Background: an optimization exercise with open tools, aiming at small area, a short achievable clock period and few clock cycles per item. Do not read the settings as production practice. Only simulation tests tie the RTL to the original design; equivalence was not proved.

==> 10-22 <==
==> flow/design.v <==
module kc_andn (b, c, y);
  input  [63:0] b, c;
  output [63:0] y;
  assign y = ~b & c;
endmodule
module kc_and (s, w, y);
  input         s;
  input  [63:0] w;
  output [63:0] y;
  assign y = {64{s}} & w;
endmodule
module kc_xor (a, b, y);
  input  [63:0] a, b;
  output [63:0] y;
  assign y = a ^ b;
endmodule
module kc_upd (perm, keep, r, q, d);
  input         perm, keep;
  input  [63:0] r, q;
  output [63:0] d;
  assign d = ({64{perm}} & r) | ({64{keep}} & q);
endmodule
module keccak (clk, reset, in, in_ready, is_last, byte_num, buffer_full, out, out_ready);
  input              clk, reset;
  input      [63:0]  in;
  input              in_ready, is_last;
  input      [2:0]   byte_num;
  output reg         buffer_full;
  output     [511:0] out;
  output reg         out_ready;
  reg  [63:0] st [0:24];       
  reg  [8:0]  ptr;             
  reg  [4:0]  rnd;             
  reg         perm;            
  reg         last;            
  reg  [24:0] perm_l;          
  reg  [24:0] keep_l;          
  reg         rst_r;           
  wire end_blk = in_ready & (is_last | ptr[8]) & ~buffer_full;
  wire end_prm = perm & (rnd == 5'd23);
  wire perm_nx = ~reset & (perm ? ~end_prm : end_blk);
  always @(posedge clk) begin
    perm_l <= {25{perm_nx}};
    keep_l <= {{16{~reset & ~perm_nx}}, ~perm_nx, {7{~reset & ~perm_nx}}, ~perm_nx};
    rst_r <= reset;
  end
  always @(posedge clk)
    if (reset) begin
      ptr <= 9'd1;
      rnd <= 0;
      perm <= 0;
      last <= 0;
      buffer_full <= 0;
      out_ready <= 0;
    end else begin
      perm <= perm_nx;
      if (perm) begin
        rnd <= end_prm ? 5'd0 : rnd + 1'b1;
        if (end_prm) begin
          if (last)
            out_ready <= 1;
          else begin
            buffer_full <= 0;
            ptr <= 9'd1;
          end
        end
      end else if (in_ready & ~buffer_full) begin
        if (is_last | ptr[8]) begin
          ptr <= 0;
          buffer_full <= 1;
          last <= is_last;
        end else
          ptr <= {ptr[7:0], 1'b0};
      end
    end
  wire [63:0] w_sw;
  reg  [63:0] w_pad;
  genvar gi;
  generate
    for (gi = 0; gi < 8; gi = gi + 1) begin : SW
      assign w_sw[8*gi +: 8] = in[63-8*gi -: 8];
    end
  endgenerate
  integer k;
  always @(*) begin
    for (k = 0; k < 8; k = k + 1)
      if (~is_last || k < byte_num)
        w_pad[8*k +: 8] = w_sw[8*k +: 8];
      else if (k == byte_num)
        w_pad[8*k +: 8] = 8'h06;
      else
        w_pad[8*k +: 8] = 8'h00;
  end
  wire [63:0] w8 = ({64{ptr[8]}} & w_pad) ^ {is_last, 63'd0};
  wire [8:0]  sel = {in_ready & (ptr[8] | (is_last & ~buffer_full)), ptr[7:0] & {8{in_ready}}};
  function integer rotc(input integer i);
    case (i)
       0: rotc =  0;  1: rotc =  1;  2: rotc = 62;  3: rotc = 28;  4: rotc = 27;
       5: rotc = 36;  6: rotc = 44;  7: rotc =  6;  8: rotc = 55;  9: rotc = 20;
      10: rotc =  3; 11: rotc = 10; 12: rotc = 43; 13: rotc = 25; 14: rotc = 39;
      15: rotc = 41; 16: rotc = 45; 17: rotc = 15; 18: rotc = 21; 19: rotc =  8;
      20: rotc = 18; 21: rotc =  2; 22: rotc = 61; 23: rotc = 56; default: rotc = 14;
    endcase
  endfunction
  wire [63:0] c [0:4];
  wire [63:0] d [0:4];
  wire [63:0] th [0:24];
  wire [63:0] b [0:24];
  wire [63:0] ch [0:24];
  wire [63:0] ro [0:24];
  wire [63:0] nx [0:24];
  reg  [63:0] rc;
  genvar x, y;
  generate
    for (x = 0; x < 5; x = x + 1) begin : TC
      wire [63:0] p01, p23, p234;
      kc_xor x01 (st[x], st[x+5], p01);
      kc_xor x23 (st[x+10], st[x+15], p23);
      kc_xor x234 (p23, st[x+20], p234);
      kc_xor xc (p01, p234, c[x]);
    end
    for (x = 0; x < 5; x = x + 1) begin : TD
      kc_xor dx (c[(x+4)%5], {c[(x+1)%5][62:0], c[(x+1)%5][63]}, d[x]);
    end
    for (y = 0; y < 5; y = y + 1) begin : RY
      for (x = 0; x < 5; x = x + 1) begin : RX
        kc_xor tx (st[x+5*y], d[x], th[x+5*y]);
        if (rotc(x+5*y) == 0) begin : R0
          assign b[y+5*((2*x+3*y)%5)] = th[x+5*y];
        end else begin : RN
          assign b[y+5*((2*x+3*y)%5)] =
            {th[x+5*y][63-rotc(x+5*y):0], th[x+5*y][63:64-rotc(x+5*y)]};
        end
      end
    end
    for (y = 0; y < 5; y = y + 1) begin : CY
      for (x = 0; x < 5; x = x + 1) begin : CX
        wire [63:0] an;
        kc_andn ax (b[(x+1)%5+5*y], b[(x+2)%5+5*y], an);
        if (x == 0 && y == 0) begin : I0
          wire [63:0] bi = b[0] ^ rc;   
          kc_xor cx (bi, an, ch[0]);
        end else begin : IN
          kc_xor cx (b[x+5*y], an, ch[x+5*y]);
        end
        assign ro[x+5*y] = ch[x+5*y];
      end
    end
  endgenerate
  always @(*) begin
    case (rnd)
       0: rc = 64'h0000000000000001;  1: rc = 64'h0000000000008082;
       2: rc = 64'h800000000000808A;  3: rc = 64'h8000000080008000;
       4: rc = 64'h000000000000808B;  5: rc = 64'h0000000080000001;
       6: rc = 64'h8000000080008081;  7: rc = 64'h8000000000008009;
       8: rc = 64'h000000000000008A;  9: rc = 64'h0000000000000088;
      10: rc = 64'h0000000080008009; 11: rc = 64'h000000008000000A;
      12: rc = 64'h000000008000808B; 13: rc = 64'h800000000000008B;
      14: rc = 64'h8000000000008089; 15: rc = 64'h8000000000008003;
      16: rc = 64'h8000000000008002; 17: rc = 64'h8000000000000080;
      18: rc = 64'h000000000000800A; 19: rc = 64'h800000008000000A;
      20: rc = 64'h8000000080008081; 21: rc = 64'h8000000000008080;
      22: rc = 64'h0000000080000001; 23: rc = 64'h8000000080008008;
      default: rc = 64'd0;
    endcase
  end
  generate
    for (gi = 0; gi < 25; gi = gi + 1) begin : ST
      if (gi == 0 || gi == 8) begin : R0
        wire [63:0] qm, m, xw;
        kc_and a0 (~rst_r, st[gi], qm);
        kc_and a (sel[gi], gi == 8 ? w8 : w_pad, m);
        kc_xor xi (qm, m, xw);
        kc_upd u (perm_l[gi], keep_l[gi], ro[gi], xw, nx[gi]);
      end else if (gi < 9) begin : RT
        wire [63:0] m, xw;
        kc_and a (sel[gi], gi == 8 ? w8 : w_pad, m);
        kc_xor xi (st[gi], m, xw);
        kc_upd u (perm_l[gi], keep_l[gi], ro[gi], xw, nx[gi]);
      end else begin : CP
        kc_upd u (perm_l[gi], keep_l[gi], ro[gi], st[gi], nx[gi]);
      end
      always @(posedge clk)
        st[gi] <= nx[gi];
    end
  endgenerate
  generate
    for (gi = 0; gi < 64; gi = gi + 1) begin : OUT
      assign out[511-8*gi -: 8] = st[gi/8][8*(gi%8) +: 8];
    end
  endgenerate
endmodule
==> flow/flow/run.sh <==
#!/bin/bash
# Own layout flow: the standard flow (standard.sh) with these changes:
#  1. after the standard synthesis, every combinational cell is set to its
#     smallest drive strength (downsize.tcl); the repair steps size up what
#     timing, slew and capacitance need;
#  2. the repair steps aim at a setup slack margin (SETUP_MARGIN below);
#  3. the port buffers are plain buffers (buf_1) instead of delay cells;
#     the repair steps size up the ones timing needs;
#  4. timing-driven global placement weights more nets (70% of them, up to
#     3x) and re-weights them more often (at more overflow levels).
# Each tool's output goes to a log file of its own in this folder.
set -euo pipefail
HERE=$(pwd)
SETUP_MARGIN=${SETUP_MARGIN:-6.3}
PORT_BUF=${PORT_BUF:-sky130_fd_sc_hd__buf_1}
R=$HERE/orfs/results/$FLOW_PLATFORM/keccak/base

bash standard.sh synth > log_1_synth.txt 2>&1

ODB_IN=$R/1_synth.odb ODB_OUT=$R/1_synth.odb \
  openroad -no_init -exit flow/downsize.tcl > log_1b_downsize.txt 2>&1

bash standard.sh SETUP_SLACK_MARGIN=$SETUP_MARGIN \
  "BUFFER_PORTS_ARGS=-buffer_cell $PORT_BUF" \
  "GLOBAL_PLACEMENT_ARGS=-timing_driven_net_weight_max 3 -timing_driven_nets_percentage 90 -timing_driven_net_reweight_overflow {79 70 64 56 49 40 29 21 15 10}" finish > log_2_layout.txt 2>&1
==> flow/flow/downsize.tcl <==
# Set every combinational cell of the synthesized netlist to the smallest
# drive strength of its function; the later repair steps size up what the
# timing and slew limits need. Registers, ties and taps are left alone.
read_db $::env(ODB_IN)
set db [ord::get_db]
set block [ord::get_db_block]
set dont_use [list]
if {[info exists ::env(DONT_USE_CELLS)]} { set dont_use $::env(DONT_USE_CELLS) }
set n 0
set saved 0.0
foreach inst [$block getInsts] {
  set m [$inst getMaster]
  set name [$m getName]
  if {![regexp {^(sky130_fd_sc_hd__)([a-z0-9]+)_([0-9]+)$} $name -> pfx base sz]} { continue }
  if {[regexp {^(df|edf|sdf|sedf|dl|conb|tap|decap|fill|diode|clk)} $base]} { continue }
  foreach s {0 1 2} {
    if {$s >= $sz} { break }
    set cand "${pfx}${base}_${s}"
    if {[lsearch -exact $dont_use $cand] >= 0} { continue }
    set cm [$db findMaster $cand]
    if {$cm == "NULL" || $cm == ""} { continue }
    set saved [expr {$saved + ([$m getWidth] - [$cm getWidth]) * [$m getHeight] / 1e6}]
    $inst swapMaster $cm
    incr n
    break
  }
}
puts "downsize: swapped $n instances, area saved [format %.1f $saved] um^2"
write_db $::env(ODB_OUT)
==> flow/standard.sh <==
#!/bin/bash
# synth_recipe.tcl (not shown) runs the flow's synth.tcl, then flattens the netlist and writes it again
# the make line also repeats each setting of config.mk as NAME=value (left out here)
make -C /OpenROAD-flow-scripts/flow DESIGN_CONFIG=/design/flow/config.mk WORK_HOME=/design/flow/orfs CLKGATE_MAP_FILE= SYNTH_SCRIPT=/design/flow/synth_recipe.tcl "${@:-finish}"
==> flow/config.mk <==
export PLATFORM = sky130hd
export DESIGN_NAME = keccak
export DESIGN_NICKNAME = keccak
export VERILOG_FILES = /design/flow/design.v
export SDC_FILE = /design/flow/constraint.sdc
export NUM_CORES = 8
export LEC_CHECK = 0
export CAP_MARGIN = 35
export CORE_MARGIN = 2
export CORE_UTILIZATION = 35
export CTS_CLUSTER_DIAMETER = 100
export CTS_CLUSTER_SIZE = 20
export GPL_ROUTABILITY_DRIVEN = 0
export PLACE_DENSITY = 0.5
export SLEW_MARGIN = 35
export SYNTH_HIERARCHICAL = 1
==> flow/constraint.sdc <==
create_clock -name core_clock -period 10.0 [get_ports {clk}]
set_input_delay 2.0000 -clock core_clock [delete_from_list [all_inputs] [get_ports {clk}]]
set_output_delay 2.0000 -clock core_clock [all_outputs]
set_load 0.01 [all_outputs]
==> 10-25 (differences from 10-22) <==
--- a/flow/flow/run.sh
+++ b/flow/flow/run.sh
@@ -5,9 +5,7 @@
 #     timing, slew and capacitance need;
 #  2. the repair steps aim at a setup slack margin (SETUP_MARGIN below);
 #  3. the port buffers are plain buffers (buf_1) instead of delay cells;
-#     the repair steps size up the ones timing needs;
-#  4. timing-driven global placement weights more nets (70% of them, up to
-#     3x) and re-weights them more often (at more overflow levels).
+#     the repair steps size up the ones timing needs.
 # Each tool's output goes to a log file of its own in this folder.
 set -euo pipefail
 HERE=$(pwd)
@@ -22,4 +20,4 @@
 
 bash standard.sh SETUP_SLACK_MARGIN=$SETUP_MARGIN \
   "BUFFER_PORTS_ARGS=-buffer_cell $PORT_BUF" \
-  "GLOBAL_PLACEMENT_ARGS=-timing_driven_net_weight_max 3 -timing_driven_nets_percentage 90 -timing_driven_net_reweight_overflow {79 70 64 56 49 40 29 21 15 10}" finish > log_2_layout.txt 2>&1
+  "GLOBAL_PLACEMENT_ARGS=-timing_driven_net_weight_max 5 -timing_driven_nets_percentage 30" finish > log_2_layout.txt 2>&1
==> 04-17 (differences from 10-22) <==
--- a/flow/flow/run.sh
+++ b/flow/flow/run.sh
@@ -22,4 +22,4 @@
 
 bash standard.sh SETUP_SLACK_MARGIN=$SETUP_MARGIN \
   "BUFFER_PORTS_ARGS=-buffer_cell $PORT_BUF" \
-  "GLOBAL_PLACEMENT_ARGS=-timing_driven_net_weight_max 3 -timing_driven_nets_percentage 90 -timing_driven_net_reweight_overflow {79 70 64 56 49 40 29 21 15 10}" finish > log_2_layout.txt 2>&1
+  "GLOBAL_PLACEMENT_ARGS=-timing_driven_net_weight_max 3 -timing_driven_nets_percentage 70 -timing_driven_net_reweight_overflow {79 70 64 56 49 40 29 21 15 10}" finish > log_2_layout.txt 2>&1
--- a/flow/config.mk
+++ b/flow/config.mk
@@ -7,10 +7,10 @@
 export LEC_CHECK = 0
 export CAP_MARGIN = 35
 export CORE_MARGIN = 2
-export CORE_UTILIZATION = 35
+export CORE_UTILIZATION = 45
 export CTS_CLUSTER_DIAMETER = 100
 export CTS_CLUSTER_SIZE = 20
 export GPL_ROUTABILITY_DRIVEN = 0
-export PLACE_DENSITY = 0.5
+export PLACE_DENSITY = 0.6
 export SLEW_MARGIN = 35
 export SYNTH_HIERARCHICAL = 1
==> 09-23 (differences from 10-22) <==
--- a/flow/design.v
+++ b/flow/design.v
@@ -138,7 +138,8 @@
         wire [63:0] an;
         kc_andn ax (b[(x+1)%5+5*y], b[(x+2)%5+5*y], an);
         if (x == 0 && y == 0) begin : I0
-          wire [63:0] bi = b[0] ^ rc;   
+          wire [63:0] bi;
+          kc_xor ix (b[0], rc, bi);     
           kc_xor cx (bi, an, ch[0]);
         end else begin : IN
           kc_xor cx (b[x+5*y], an, ch[x+5*y]);
==> flow/flow/run.sh (replaced) <==
#!/bin/bash
# Own layout flow: the standard flow (standard.sh) with these changes:
#  1. after the standard synthesis, every combinational cell is set to its
#     smallest drive strength (downsize.tcl); the repair steps size up what
#     timing, slew and capacitance need;
#  2. the repair steps aim at a setup slack margin (SETUP_MARGIN below);
#  3. the port buffers are plain buffers (buf_2) instead of delay cells.
# Each tool's output goes to a log file of its own in this folder.
set -euo pipefail
HERE=$(pwd)
SETUP_MARGIN=${SETUP_MARGIN:-6.3}
PORT_BUF=${PORT_BUF:-sky130_fd_sc_hd__buf_2}
R=$HERE/orfs/results/$FLOW_PLATFORM/keccak/base

bash standard.sh synth > log_1_synth.txt 2>&1

ODB_IN=$R/1_synth.odb ODB_OUT=$R/1_synth.odb \
  openroad -no_init -exit flow/downsize.tcl > log_1b_downsize.txt 2>&1

bash standard.sh SETUP_SLACK_MARGIN=$SETUP_MARGIN \
  "BUFFER_PORTS_ARGS=-buffer_cell $PORT_BUF" finish > log_2_layout.txt 2>&1
==> flow/config.mk (replaced) <==
export PLATFORM = sky130hd
export DESIGN_NAME = keccak
export DESIGN_NICKNAME = keccak
export VERILOG_FILES = /design/flow/design.v
export SDC_FILE = /design/flow/constraint.sdc
export NUM_CORES = 8
export LEC_CHECK = 0
export CAP_MARGIN = 35
export CORE_MARGIN = 2
export CORE_UTILIZATION = 40
export PLACE_DENSITY = 0.55
export SLEW_MARGIN = 35
export SYNTH_HIERARCHICAL = 1
==> summary.txt <==
- Via count: 04-17 is higher than 10-22 (about 2.3%).
- Non-clock buffer count: 10-25 < 09-23 < 04-17 < 10-22.
- In sequential cell count, 04-17 and 10-25 do not differ.
- First-iteration DRC count: 04-17 > 09-23 > 10-22 > 10-25.
- The lowest register-to-register slack belongs to 10-25, the highest to 10-22.
- Sequential share of layout area, lowest first: 09-23, 10-25, 10-22, 04-17.
Testbench counts of 10-22, summed over its fixed seeds: cycles 5,495, bytes 9,368.
Testbench counts of 10-25, summed over its fixed seeds: cycles 5,495, bytes 9,368.
Testbench counts of 04-17, summed over its fixed seeds: cycles 5,495, bytes 9,368.
Testbench counts of 09-23, summed over its fixed seeds: cycles 5,495, bytes 9,368.

==> static timing again, ports no longer ideal <==
The flow's constraints put no driver on any port. The routed layouts listed below were extracted and timed again, unchanged, in two steps. Step 1, drivers: a clkbuf_16 drives clk and a buf_2 each remaining input, both assumed. Step 2 adds t to the input delays and takes it off the output delays; t is the mean of the earliest and latest rising clock arrival at the registers after step 1. Input paths then give back, and output paths get back, about the clock's delay inside the block. Three values: no drivers, after step 1, after step 2; two values: the first two.
run | t (ns) | setup WS [ns] | worst hold slack (ns) | worst setup path at the end | worst register clock-pin slew, ns
10-22 | 1.047 | 6.113 / 6.113 / 5.411 | 0.493 / 0.493 / 0.493 | input to register | 0.10 / 0.10
10-25 | 1.045 | 5.839 / 5.839 / 5.247 | 0.515 / 0.515 / 0.515 | input to register | 0.11 / 0.11
04-17 | 0.976 | 6.070 / 6.070 / 5.293 | 0.476 / 0.476 / 0.476 | input to register | 0.11 / 0.11
09-23 | 1.063 | 5.991 / 5.991 / 5.123 | 0.484 / 0.484 / 0.484 | input to register | 0.07 / 0.07
After both steps every run listed still meets setup and hold. The setup slack of 09-23, which loses most, moves by 0.000 ns with the drivers and by -0.868 ns with both steps.
